From an optimization exercise on the open Yosys and OpenROAD flow, aimed at small area, a short achievable clock period and few clock cycles; shortcuts taken in it are not production practice. In this exercise RTL edits were held to simulation tests only and were not proved equivalent to the original. Power figures rest on the tool's default switching activity, not on a simulated workload.

==> flow/design.v (excerpt) <==
module VCU#(
    parameter NoOfElem = 4,
    parameter wordSize = 32,
    parameter memDepthC = 32,
    localparam memDepth = memDepthC - 2,
    localparam insSpace = 8  
)
(
    input clk,
    input RESET,
    input memWRTDone,
    input [wordSize - 1:0] BRAMdataIn,  
    output logic [wordSize-1: 0] BRAMDataOut,  
    output logic [memDepth-1+2:0]BRAMaddrByte,
    output logic [3:0]BRAMWREN,
    output logic BRAMENMEM,
    output logic done
);
Size: ~3400 cells after synthesis, about 1000 flip-flops, ~110 I/O pins.
==> flow/config.mk <==
export PLATFORM = sky130hd
export DESIGN_NAME = VCU
export DESIGN_NICKNAME = VCU
export VERILOG_FILES = /design/flow/design.v
export SDC_FILE = /design/flow/constraint.sdc
export NUM_CORES = 4
export LEC_CHECK = 0
export CAP_MARGIN = 20
export CORE_MARGIN = 2
export CORE_UTILIZATION = 40
export PLACE_DENSITY = 0.6
export SLEW_MARGIN = 20
==> flow/constraint.sdc <==
create_clock -name core_clock -period 10.0 [get_ports {clk}]
set_input_delay 2.0000 -clock core_clock [delete_from_list [all_inputs] [get_ports {clk}]]
set_output_delay 2.0000 -clock core_clock [all_outputs]
set_load 0.01 [all_outputs]
standard.sh (not shown) runs the stock make flow with config.mk's settings and CLKGATE_MAP_FILE= SYNTH_SCRIPT=/design/flow/synth_recipe.tcl, a recipe that flattens the netlist after the stock synthesis.
==> flow/flow/run.sh <==
#!/bin/bash
# Standard layout (the standard.sh, standard synthesis), with:
#  - a clock tree without dummy loads, in larger sink clusters;
#  - every input and output port buffered with a plain buffer rather than a
#    delay cell.
# The SDC, clock period and I/O constraints are unchanged.
set -euo pipefail
bash standard.sh SETUP_SLACK_MARGIN=6.5 \
  "CTS_ARGS=-sink_clustering_enable -repair_clock_nets -dont_use_dummy_load -sink_clustering_size 30 -sink_clustering_max_diameter 80" \
  "BUFFER_PORTS_ARGS=-buffer_cell sky130_fd_sc_hd__buf_2" \
  finish > standard_flow.log 2>&1
The starting point ran to the end with no violations.
Testbench counts at the start, summed over its fixed seeds: cycles 42,337.
Edit:
--- a/flow/flow/run.sh
+++ b/flow/flow/run.sh
@@ -7,3 +7,3 @@
 set -euo pipefail
-bash standard.sh SETUP_SLACK_MARGIN=6.5 \
+bash standard.sh SETUP_SLACK_MARGIN=6.8 \
   "CTS_ARGS=-sink_clustering_enable -repair_clock_nets -dont_use_dummy_load -sink_clustering_size 30 -sink_clustering_max_diameter 80" \
ABC_AREA = 1   (was default)
CORE_UTILIZATION = 55   (was 40)
PLACE_DENSITY = 0.7   (was 0.6)
The new run passed the timing, DRC and antenna checks.
Routed wire length rises by 1.7%.
Final cell count rises by about 1.1%.
Cell area falls by about 0.45%.
Synthesized cell count rises by about 12%.
Non-clock buffer count does not change.
Via count rises by about 9%.
Flip-flop and latch count does not change.
Global-route usage rises by 7.0 points.
Edit:
==> flow/run.sh (new file) <==
#!/bin/bash
# synth_recipe.tcl (not shown) runs the flow's synth.tcl, then flattens the netlist and writes it again
# the make line also repeats each setting of config.mk as NAME=value (left out here)
make -C /OpenROAD-flow-scripts/flow DESIGN_CONFIG=/design/flow/config.mk WORK_HOME=/design/flow/orfs CLKGATE_MAP_FILE= SYNTH_SCRIPT=/design/flow/synth_recipe.tcl finish
CORE_UTILIZATION = 40   (was 55)
CTS_CLUSTER_DIAMETER = 80   (was default)
CTS_CLUSTER_SIZE = 30   (was default)
PLACE_DENSITY = 0.6   (was 0.7)
SETUP_SLACK_MARGIN = 5   (was default)
removed: flow/flow/run.sh
removed: flow/standard.sh
Power grows by 3.8%. Die area grows by 37%. Clock-buffer cell count grows by 10. Global-route usage shrinks by 5.9 points. Critical path depth does not change. Sequential cell count does not change. Non-clock buffer count shrinks by 40.
Edit:
==> flow/flow/run.sh (new file) <==
#!/bin/bash
# Standard layout (the standard.sh, standard synthesis), with:
#  - a clock tree without dummy loads, in larger sink clusters;
#  - every input and output port buffered with a plain buffer rather than a
#    delay cell.
# The SDC, clock period and I/O constraints are unchanged.
set -euo pipefail
bash standard.sh SETUP_SLACK_MARGIN=6.8 \
  "CTS_ARGS=-sink_clustering_enable -repair_clock_nets -dont_use_dummy_load -sink_clustering_size 30 -sink_clustering_max_diameter 80" \
  "BUFFER_PORTS_ARGS=-buffer_cell sky130_fd_sc_hd__buf_2" \
  finish > standard_flow.log 2>&1
==> flow/standard.sh (new file) <==
#!/bin/bash
# synth_recipe.tcl (not shown) runs the flow's synth.tcl, then flattens the netlist and writes it again
# the make line also repeats each setting of config.mk as NAME=value (left out here)
make -C /OpenROAD-flow-scripts/flow DESIGN_CONFIG=/design/flow/config.mk WORK_HOME=/design/flow/orfs CLKGATE_MAP_FILE= SYNTH_SCRIPT=/design/flow/synth_recipe.tcl "${@:-finish}"
ABC_AREA = default   (was 1)
CTS_CLUSTER_DIAMETER = default   (was 80)
CTS_CLUSTER_SIZE = default   (was 30)
SETUP_SLACK_MARGIN = default   (was 5)
removed: flow/run.sh
Design area barely changes.
Non-clock buffer count grows by 87.
Area after synthesis barely changes.
Edit:
ABC_AREA = 1   (was default)
TNS_END_PERCENT = 20   (was default)
The new run finished clean. Sequential power is lower by 6.6%. Final cell count rose by 7.5%. Clock-buffer cell count is lower by 5. Combinational power drops by 25%. Worst setup slack is about the same. Critical path depth climbs by 6. Routed wire length grows by 4.6%.

* * *

VCU again, from the RTL that the note above started with.
export LEC_CHECK = 0
export ABC_AREA = 1
export CAP_MARGIN = 10
export CORE_MARGIN = 2
export CORE_UTILIZATION = 40
export PLACE_DENSITY = 0.6
export SLEW_MARGIN = 10
create_clock -name core_clock -period 10.0 [get_ports {clk}]
==> flow/flow/run.sh <==
#!/bin/bash
# Standard layout (the standard.sh, standard synthesis), with:
#  - a clock tree without dummy loads, in larger sink clusters;
#  - every input and output port buffered with a plain buffer rather than a
#    delay cell.
# The SDC, clock period and I/O constraints are unchanged.
set -euo pipefail
bash standard.sh SETUP_SLACK_MARGIN=6.8 \
  "CTS_ARGS=-sink_clustering_enable -repair_clock_nets -dont_use_dummy_load -sink_clustering_size 30 -sink_clustering_max_diameter 80" \
  "BUFFER_PORTS_ARGS=-buffer_cell sky130_fd_sc_hd__buf_2" \
  finish > standard_flow.log 2>&1
The starting point ran to the end with no violations.
Testbench counts at the start, summed over its fixed seeds: cycles 42,337.
Rerun with:
CAP_MARGIN = 20   (was 10)
SLEW_MARGIN = 20   (was 10)
Outcome:
- synthesized cell count stays the same
- worst hold slack gains 0.0051 ns
- clock-buffer cell count is lower by 1
- register-to-register slack stays flat
- utilization is lower by 0.12 points
- cell count hardly moves
- total power is about the same
- global-route usage hardly moves

## static timing again, ports no longer ideal
No port has a modelled driver above. Below, the same layouts with a new extraction and two added sets of constraints.
Step 1 assumes that a clkbuf_16 drives the clock port and a buf_2 every other input.
Step 2 adds t to the input delays and takes it off the output delays; t is the mean of the earliest and latest rising clock arrival at the registers after step 1. Input paths then give back, and output paths get back, about the clock's delay inside the block.
Three values: no drivers, after step 1, after step 2; two values: the first two.
run	t, ns	setup slack, ns	worst register clock-pin slew, ns
the first run of note 1	0.683	6.578 / 6.578 / 6.451	0.11 / 0.11
the second run of note 1	0.675	6.812 / 6.784 / 6.411	0.11 / 0.11
the third run of note 1	0.701	6.402 / 6.345 / 5.998	0.12 / 0.12
the fourth run of note 1	0.666	6.804 / 6.740 / 6.370	0.11 / 0.11
the fifth run of note 1	0.686	6.803 / 6.758 / 6.547	0.12 / 0.12
the first run of note 2	0.677	6.846 / 6.769 / 6.546	0.12 / 0.12
the second run of note 2	0.684	6.838 / 6.761 / 6.525	0.12 / 0.12
After both steps setup and hold are still met in every run listed. The setup slack of the fourth run of note 1, which loses most, moves by -0.064 ns with the drivers and by -0.434 ns with both steps.
